What follows belongs to an exercise in optimizing a design on an open flow for small area; a production flow would make more cautious choices. Where RTL was checked, it was by simulation tests only, not by an equivalence proof against the original.

// top
module top
  (input [0:0] clk_12mhz_i
  ,input [0:0] reset_n_async_unsafe_i
  ,input [3:1] button_async_unsafe_i
  ,output [7:0] ssd_o
  ,output [5:1] led_o);
   logic [0:0] btn1_st_r_0;
   logic [0:0] btn1_st_r_1;
   logic [0:0] btn1_st_r_2;
   logic [0:0] btn1_st_r_3;
   logic [0:0] btn2_st_r_0;
   logic [0:0] btn2_st_r_1;
   logic [0:0] btn2_st_r_2;
   logic [0:0] count_r_0;
   logic [0:0] count_r_1;
   logic [0:0] count_r_2;
   logic [0:0] count_r_3;
   logic [0:0] count_r_4;
   logic [0:0] count_r_5;
   logic [0:0] count_r_6;
   logic [0:0] count_r_7;
   logic [0:0] reset_n_sync_r;
   logic [0:0] reset_r;
   logic [0:0] thi_r_0;
   logic [0:0] thi_r_1;
   logic [0:0] thi_r_2;
   logic [0:0] thi_r_3;
   logic [0:0] thi_r_4;
   logic [0:0] thi_r_5;
   logic [0:0] thi_r_6;
   logic [0:0] thi_r_7;
   logic [0:0] thi_r_8;
   logic [0:0] tlo_r_0;
   logic [0:0] tlo_r_1;
   logic [0:0] tlo_r_10;
   logic [0:0] tlo_r_11;
   logic [0:0] tlo_r_12;
   logic [0:0] tlo_r_2;
   logic [0:0] tlo_r_3;
   logic [0:0] tlo_r_4;
   logic [0:0] tlo_r_5;
   logic [0:0] tlo_r_6;
   logic [0:0] tlo_r_7;
   logic [0:0] tlo_r_8;
   logic [0:0] tlo_r_9;
   wire [0:0] n20;
   wire [0:0] n21;
   wire [0:0] n23;
   wire [0:0] n25;
   wire [0:0] n27;
   wire [0:0] n29;
   wire [0:0] n31;
   wire [0:0] n32;
   wire [0:0] n34;
   wire [0:0] n36;
   wire [0:0] n38;
  ...
Size: roughly 210 cells after synthesis, ~18 I/O pins, ~1600 um^2 of cells after synthesis.
Settings: LEC_CHECK=0, CAP_MARGIN=20, CORE_MARGIN=2, CORE_UTILIZATION=40, CTS_BUF_LIST=sky130_fd_sc_hd__clkbuf_4, CTS_CLUSTER_DIAMETER=200, CTS_CLUSTER_SIZE=50, SLEW_MARGIN=20, SYNTH_HIERARCHICAL=1, SYNTH_MINIMUM_KEEP_SIZE=0; clock period 10.0 ns.
run.sh (not shown) runs the stock make flow with config.mk's settings and CLKGATE_MAP_FILE= SYNTH_SCRIPT=/design/flow/synth_recipe.tcl, a recipe that flattens the netlist after the stock synthesis.
The starting point passed the timing, design-rule and antenna checks.
Rerun with:
Settings changed: CTS_BUF_LIST sky130_fd_sc_hd__clkbuf_4 to sky130_fd_sc_hd__clkbuf_2 sky130_fd_sc_hd__clkbuf_4.
After rerunning: The changed run completed without violations. Worst hold slack is unchanged. Maximum frequency does not change. Non-clock buffer count is unchanged.

--- another note on this design; it stands on its own ---

==> inputs of wip/violet <==
## top
module top
  (input [0:0] clk_12mhz_i
  ,input [0:0] reset_n_async_unsafe_i
  ,input [3:1] button_async_unsafe_i
  ,output [7:0] ssd_o
  ,output [5:1] led_o);
Settings: LEC_CHECK=0, CAP_MARGIN=20, CORE_MARGIN=2, CORE_UTILIZATION=40, CTS_BUF_LIST=sky130_fd_sc_hd__clkbuf_4, CTS_CLUSTER_DIAMETER=200, CTS_CLUSTER_SIZE=50, SLEW_MARGIN=20, SYNTH_HIERARCHICAL=1, SYNTH_MINIMUM_KEEP_SIZE=0; clock period 10.0 ns.
run.sh (not shown) runs the stock make flow with config.mk's settings and CLKGATE_MAP_FILE= SYNTH_SCRIPT=/design/flow/synth_recipe.tcl, a recipe that flattens the netlist after the stock synthesis.
==> wip/lagoon: changes against wip/violet <==
--- a/flow/config.mk
+++ b/flow/config.mk
@@ -10,5 +10,2 @@
 export CORE_UTILIZATION = 40
-export CTS_BUF_LIST = sky130_fd_sc_hd__clkbuf_4
-export CTS_CLUSTER_DIAMETER = 200
-export CTS_CLUSTER_SIZE = 50
 export SLEW_MARGIN = 20
==> flow_metrics.tcl <==
set metrics [dict create \
    final-nonclk-buf-share 0.0859 \
    powerDensity_nw_per_um2 141 \
    grt_util_met1 0.165 \
    seq_share 0.419 \
    power_leakage_nw 0.746 \
    r2r_setup_slack_ps 7050 \
    drive_gt1_frac 0.0260 \
    final_area_um2 1860 \
    dr.pass1.iters 6 \
    drt-total-wl_um 2750 \
    p_int_uw 199 \
    power_frac_seq 0.629 \
    drt_iter0_drc 40 \
    period_share 0.465 \
    outcome "no timing/DRC/antenna violations" \
    clock_buffer_count 6 \
    wl_per_cell_um 9.80 \
    worst_slack_ps 5350 \
    dr_wl_met3_um 104 \
    grt_pass1_wl_um 4800 \
    insertion_delay_ps 330 \
    holdWs_ps 365 \
]
Source of the figures above: wip/violet

==> flow_metrics.tcl <==
set metrics [dict create \
    clock_buffer_count 8 \
    seq_share 0.408 \
    outcome "no timing/DRC/antenna violations" \
    worst_slack_ps 5430 \
    power_leakage_nw 0.767 \
    r2r_setup_slack_ps 7040 \
    holdWs_ps 357 \
    drive_gt1_frac 0.0303 \
    final-nonclk-buf-share 0.0838 \
    final_area_um2 1910 \
    drt-total-wl_um 2810 \
    powerDensity_nw_per_um2 158 \
    drt_iter0_drc 23 \
    wl_per_cell_um 9.99 \
    period_share 0.457 \
    insertion_delay_ps 290 \
    dr.pass1.iters 4 \
]
Source of the figures above: wip/lagoon

No run of this note included a check of the RTL's function; only the layout flow was run.
